What follows belongs to an exercise in optimizing a design on an open flow for small area, a short achievable clock period and few clock cycles per item; a production flow would make more cautious choices.
RTL that was checked went through simulation tests only; none was proved equivalent to the original.

oak:
Design gcd_coprocessor, start of the top module:
module gcd_coprocessor #( parameter W = 16 ) (
  input clk,
  input reset,
  input operands_val,
  input [W-1:0] operands_bits_A,
  input [W-1:0] operands_bits_B,
  output operands_rdy,
  output result_val,
  output [W-1:0] result_bits,
  input result_rdy
);
Settings: LEC_CHECK=0, ABC_AREA=1, CAP_MARGIN=20, CELL_PAD_IN_SITES_DETAIL_PLACEMENT=0, CELL_PAD_IN_SITES_GLOBAL_PLACEMENT=1, CORE_AREA=5 5 95 95, DIE_AREA=0 0 100 100, PLACE_DENSITY=0.85, SETUP_SLACK_MARGIN=1.5, SLEW_MARGIN=20, TNS_END_PERCENT=5; clock period 5.0 ns.
standard.sh (not shown) runs the stock make flow with config.mk's settings and CLKGATE_MAP_FILE= SYNTH_SCRIPT=/design/flow/synth_recipe.tcl, a recipe that flattens the netlist after the stock synthesis.
==> flow/flow/run.sh <==
#!/bin/bash
# The standard layout (the standard.sh on all ORFS steps), with the port
# buffers that global placement inserts made the smallest buffer cell
# (sky130_fd_sc_hd__buf_1) instead of the delay buffer buffer_ports picks by
# itself. Every input and output port still gets its own buffer.
set -euo pipefail
export BUFFER_PORTS_ARGS="-buffer_cell sky130_fd_sc_hd__buf_1"
bash standard.sh > run_standard.log 2>&1
Both conditions hold for oak: the flow ran to the end and the final layout passed the timing, design-rule and antenna checks.
Testbench counts of oak, summed over its fixed seeds: cycles 6,282, items 512.
Relative to oak, the following input files were edited for pine:
- TNS_END_PERCENT no longer set, was 5
- SETUP_SLACK_MARGIN now 1.6, was 1.5
Findings:
- Going from oak to pine, global-route wire length before repair essentially unchanged; utilization increased 1.9 points; number of multi-input combinational cells essentially unchanged.
- Worst relative slew slack in pine vs oak: up 0.29 points
- Going from oak to pine, time the final worst path needs with I/O delays and setup shrank by 100 ps, area overhead of the layout relative to synthesis grew by 3.9 points, post-synthesis sequential element count held steady.
- Cell area | pine vs oak | pine larger
The following lists how birch was set up differently from pine:
- a change of PLACE_DENSITY from 0.85 to 0.65
- a change of DIE_AREA from 0 0 100 100 to 0 0 90 90
- a change of SETUP_SLACK_MARGIN from 1.6 to 1.3
- an added TNS_END_PERCENT of 5
- a change of CORE_AREA from 5 5 95 95 to 5 5 85 85
- Per the comparison of birch with pine, synthesized area ~0 delta; die height -10%; number of placement rows -3; register bit total from synthesis ~0 delta; post-synthesis average cell area ~0 delta.
- Compared with pine, in birch xor/xnor cell area share of the yosys netlist closely matched the old numbers, starting utilization of the core area increased by 12 points relative to the old numbers.
- birch terminated abnormally: global placement without I/O (3_1_place_gp_skip_io) reported GPL-0301.
--- input diff birch..maple ---
- PLACE_DENSITY changed from 0.65 to 0.9
- TNS_END_PERCENT removed (was 5)
- DIE_AREA changed from 0 0 90 90 to 0 0 92 92
- SETUP_SLACK_MARGIN changed from 1.3 to 1.5
- CORE_AREA changed from 5 5 85 85 to 4 4 88 88
Notes after the runs:
maple: no failed stages, no open violations at the end
Re number of nets produced by synthesis: no difference whatsoever between birch and maple.
From maple to birch, number of synthesized flops with an enable pin did not move at all.
[maple] starting density of the core fell 5.0 points relative to birch
Reported for maple and birch, distinct cell type count of the synthesized netlist turned out identical to the last digit.
maple -> birch: compound-gate portion of the synthesized area delta 0, exact match
Re synthesized area: no difference whatsoever between birch and maple.
Reported for maple and birch, xor/xnor cell area share of the yosys netlist turned out identical to the last digit.
Number of core rows came out higher on maple than on birch.
Comparing maple against birch, there is no change at all in synthesized cell count.

---

build 73:
Starting RTL as in the previous note.
Settings: LEC_CHECK=0, ABC_AREA=1, CAP_MARGIN=20, CELL_PAD_IN_SITES_DETAIL_PLACEMENT=0, CELL_PAD_IN_SITES_GLOBAL_PLACEMENT=1, CORE_AREA=5 5 95 95, DIE_AREA=0 0 100 100, GPL_TIMING_DRIVEN=0, PLACE_DENSITY=0.85, SETUP_SLACK_MARGIN=1.5, SLEW_MARGIN=20; clock period 5.0 ns.
Scripts as last shown in full above: flow/flow/run.sh
Testbench counts of build 73, summed over its fixed seeds: cycles 6,282, items 512.
### build 73 -> build 79
# build 73
export LEC_CHECK = 0
export ABC_AREA = 1
export CAP_MARGIN = 20
export CELL_PAD_IN_SITES_DETAIL_PLACEMENT = 0
export CELL_PAD_IN_SITES_GLOBAL_PLACEMENT = 1
export CORE_AREA = 5 5 95 95
export DIE_AREA = 0 0 100 100
export GPL_TIMING_DRIVEN = 0
export PLACE_DENSITY = 0.85
export SETUP_SLACK_MARGIN = 1.5
export SLEW_MARGIN = 20
create_clock -name core_clock -period 5.0 [get_ports {clk}]
# build 79
export LEC_CHECK = 0
export ABC_AREA = 1
export CAP_MARGIN = 20
export CELL_PAD_IN_SITES_DETAIL_PLACEMENT = 0
export CELL_PAD_IN_SITES_GLOBAL_PLACEMENT = 1
export CORE_AREA = 5 5 95 95
export DIE_AREA = 0 0 100 100
export PLACE_DENSITY = 0.85
export SETUP_SLACK_MARGIN = 1.5
export SLEW_MARGIN = 20
create_clock -name core_clock -period 5.0 [get_ports {clk}]
Findings:
- Both conditions hold for build 79: the flow ran to the end and the final layout passed the timing, design-rule and antenna checks.
- Summary of build 79 over build 73: final core area utilization dropped 0.53 points; setup slack climbed 0.0067 ns; clock-buffer cell count climbed 1; wire length of the first global-routing pass dropped about 1.5%.
What build 4 does differently from build 79 at the input level:
# build 79
export LEC_CHECK = 0
export ABC_AREA = 1
export CAP_MARGIN = 20
export CELL_PAD_IN_SITES_DETAIL_PLACEMENT = 0
export CELL_PAD_IN_SITES_GLOBAL_PLACEMENT = 1
export CORE_AREA = 5 5 95 95
export DIE_AREA = 0 0 100 100
export PLACE_DENSITY = 0.85
export SETUP_SLACK_MARGIN = 1.5
export SLEW_MARGIN = 20
create_clock -name core_clock -period 5.0 [get_ports {clk}]
# build 4
export LEC_CHECK = 0
export ABC_AREA = 1
export CAP_MARGIN = 20
export CELL_PAD_IN_SITES_DETAIL_PLACEMENT = 0
export CELL_PAD_IN_SITES_GLOBAL_PLACEMENT = 1
export CORE_AREA = 5 5 115 115
export DIE_AREA = 0 0 120 120
export PLACE_DENSITY = 0.5
export SETUP_SLACK_MARGIN = 1.5
export SLEW_MARGIN = 20
create_clock -name core_clock -period 5.0 [get_ports {clk}]
Notes after the runs:
Sort build 79 and build 4 by setup slack, descending, and build 79 comes first.
Routability congestion estimate, build 79 and build 4, lower one = build 4.
Build 4: share of cells above drive strength 1 0.21 points above build 79
Final standard cell area without fillers, build 4 vs build 79: up by a few percent
On number of clock-tree buffers in the layout: between build 79 and build 4, it ends up lower for build 4.
Build 4: wire length of the first global-routing pass higher than build 79
--- input diff build 4..build 54 ---
# build 4
export LEC_CHECK = 0
export ABC_AREA = 1
export CAP_MARGIN = 20
export CELL_PAD_IN_SITES_DETAIL_PLACEMENT = 0
export CELL_PAD_IN_SITES_GLOBAL_PLACEMENT = 1
export CORE_AREA = 5 5 115 115
export DIE_AREA = 0 0 120 120
export PLACE_DENSITY = 0.5
export SETUP_SLACK_MARGIN = 1.5
export SLEW_MARGIN = 20
create_clock -name core_clock -period 5.0 [get_ports {clk}]
# build 54
export LEC_CHECK = 0
export ABC_AREA = 1
export CAP_MARGIN = 20
export CELL_PAD_IN_SITES_DETAIL_PLACEMENT = 0
export CELL_PAD_IN_SITES_GLOBAL_PLACEMENT = 0
export CORE_AREA = 5 5 95 95
export DIE_AREA = 0 0 100 100
export PLACE_DENSITY = 0.7
export SETUP_SLACK_MARGIN = 1.5
export SLEW_MARGIN = 20
create_clock -name core_clock -period 5.0 [get_ports {clk}]
--- outcome ---
- Build 54 vs. build 4: first-iteration DRC count went up by 16.
- Count of clock-buffer cells in the layout: higher on build 54
- Diff build 4..build 54 | worst slack on hold paths | negligible

---

Another version of the RTL of gcd_coprocessor (not shown whole).
Size: ~4400 µm² of cells after synthesis.
==> flow/config.mk <==
export PLATFORM = sky130hd
export DESIGN_NAME = gcd_coprocessor
export DESIGN_NICKNAME = gcd_coprocessor
export VERILOG_FILES = /design/flow/design.v
export SDC_FILE = /design/flow/constraint.sdc
export NUM_CORES = 4
export LEC_CHECK = 0
export ABC_CLOCK_PERIOD_IN_PS = 3500
export CAP_MARGIN = 20
export CELL_PAD_IN_SITES_DETAIL_PLACEMENT = 0
export CELL_PAD_IN_SITES_GLOBAL_PLACEMENT = 0
export CORE_AREA = 5 5 95 95
export DIE_AREA = 0 0 100 100
export PLACE_DENSITY = 0.6
export SETUP_SLACK_MARGIN = 1.5
export SLEW_MARGIN = 20
==> flow/constraint.sdc <==
create_clock -name core_clock -period 5.0 [get_ports {clk}]
set_input_delay 1.0000 -clock core_clock [delete_from_list [all_inputs] [get_ports {clk}]]
set_output_delay 1.0000 -clock core_clock [all_outputs]
set_load 0.01 [all_outputs]
run.sh (not shown) runs the stock make flow with config.mk's settings and CLKGATE_MAP_FILE= SYNTH_SCRIPT=/design/flow/synth_recipe.tcl, a recipe that flattens the netlist after the stock synthesis.
Stock flow here: none of the scripts above is used.
The first run completed with no timing, DRC or antenna violations.
==> next run, changes <==
ABC_CLOCK_PERIOD_IN_PS = 2500   (was 3500)
SETUP_SLACK_MARGIN = 2.5   (was 1.5)
Result: The changed run passed the timing, design-rule and antenna checks; worst setup slack degrades by 0.036 ns; design area goes up by 19%; synthesized cell count is unchanged; routed wire length came out higher by 36%; maximum frequency is lower by about 1%; final cell count grows by about 9%.
==> next run, changes <==
ABC_AREA = 1   (was unset)
ABC_CLOCK_PERIOD_IN_PS = unset   (was 2500)
SETUP_SLACK_MARGIN = unset   (was 2.5)
What happened: The new run completed with no timing, DRC or antenna violations; final cell count increases by about a fifth; cell area goes down by about a fifth; global-route usage grows by 0.45 points; routed wire length went down by about a fifth; synthesized area came out higher by about a fifth; die area does not change; sequential share of layout area climbs by 2.9 points.
==> next run, changes <==
ABC_AREA = unset   (was 1)
CELL_PAD_IN_SITES_DETAIL_PLACEMENT = 1   (was 0)
CELL_PAD_IN_SITES_GLOBAL_PLACEMENT = 2   (was 0)
CORE_AREA = 5 5 65 65   (was 5 5 95 95)
DIE_AREA = 0 0 70 70   (was 0 0 100 100)
Outcome:
- The changed run did not get past global placement without I/O (3_1_place_gp_skip_io) with GPL-0301
- area after synthesis falls by 13%
- synthesized cell count drops by 33%
No functional check of the RTL was part of any run of this note.

-- port drivers added, routing unchanged --
The results above use ideal ports. As a check the final layouts listed here were re-extracted and re-timed, cells and wires unchanged. Step 1 sets driving cells, clkbuf_16 on the clock port and buf_2 on the other inputs (assumed; they add their load-dependent delay and slew). Step 2 times the ports against the registers' clock, not the clock port: input delays grow and output delays shrink by t, the midpoint of the rising clock arrivals with the driver on. Slacks: ideal ports / drivers / drivers and shift; pairs: ideal ports / drivers.
run | shift t [ns] | setup slack, ns | clock arrival spread, ns | worst register clock-pin slew, ns | cell pins on the clock port's net
oak | 0.320 | 1.625 / 1.594 / 1.701 | 0.006 / 0.006 | 0.08 / 0.08 | 1
pine | 0.322 | 1.726 / 1.723 / 1.726 | 0.008 / 0.008 | 0.08 / 0.08 | 1
maple | 0.323 | 1.670 / 1.661 / 1.670 | 0.007 / 0.008 | 0.08 / 0.08 | 1
build 73 | 0.316 | 1.679 / 1.653 / 1.705 | 0.007 / 0.007 | 0.08 / 0.08 | 1
build 79 | 0.319 | 1.685 / 1.654 / 1.724 | 0.007 / 0.006 | 0.08 / 0.08 | 1
build 4 | 0.319 | 1.654 / 1.620 / 1.703 | 0.007 / 0.007 | 0.06 / 0.06 | 1
build 54 | 0.324 | 1.649 / 1.620 / 1.738 | 0.008 / 0.008 | 0.08 / 0.08 | 1
the first run of note 3 | 0.317 | 1.547 / 1.547 / 1.547 | 0.004 / 0.004 | 0.08 / 0.08 | 1
the second run of note 3 | 0.335 | 1.511 / 1.511 / 1.511 | 0.010 / 0.010 | 0.09 / 0.09 | 1
the third run of note 3 | 0.324 | 0.689 / 0.660 / 0.984 | 0.011 / 0.011 | 0.09 / 0.09 | 1
After both steps every run listed still meets setup and hold.
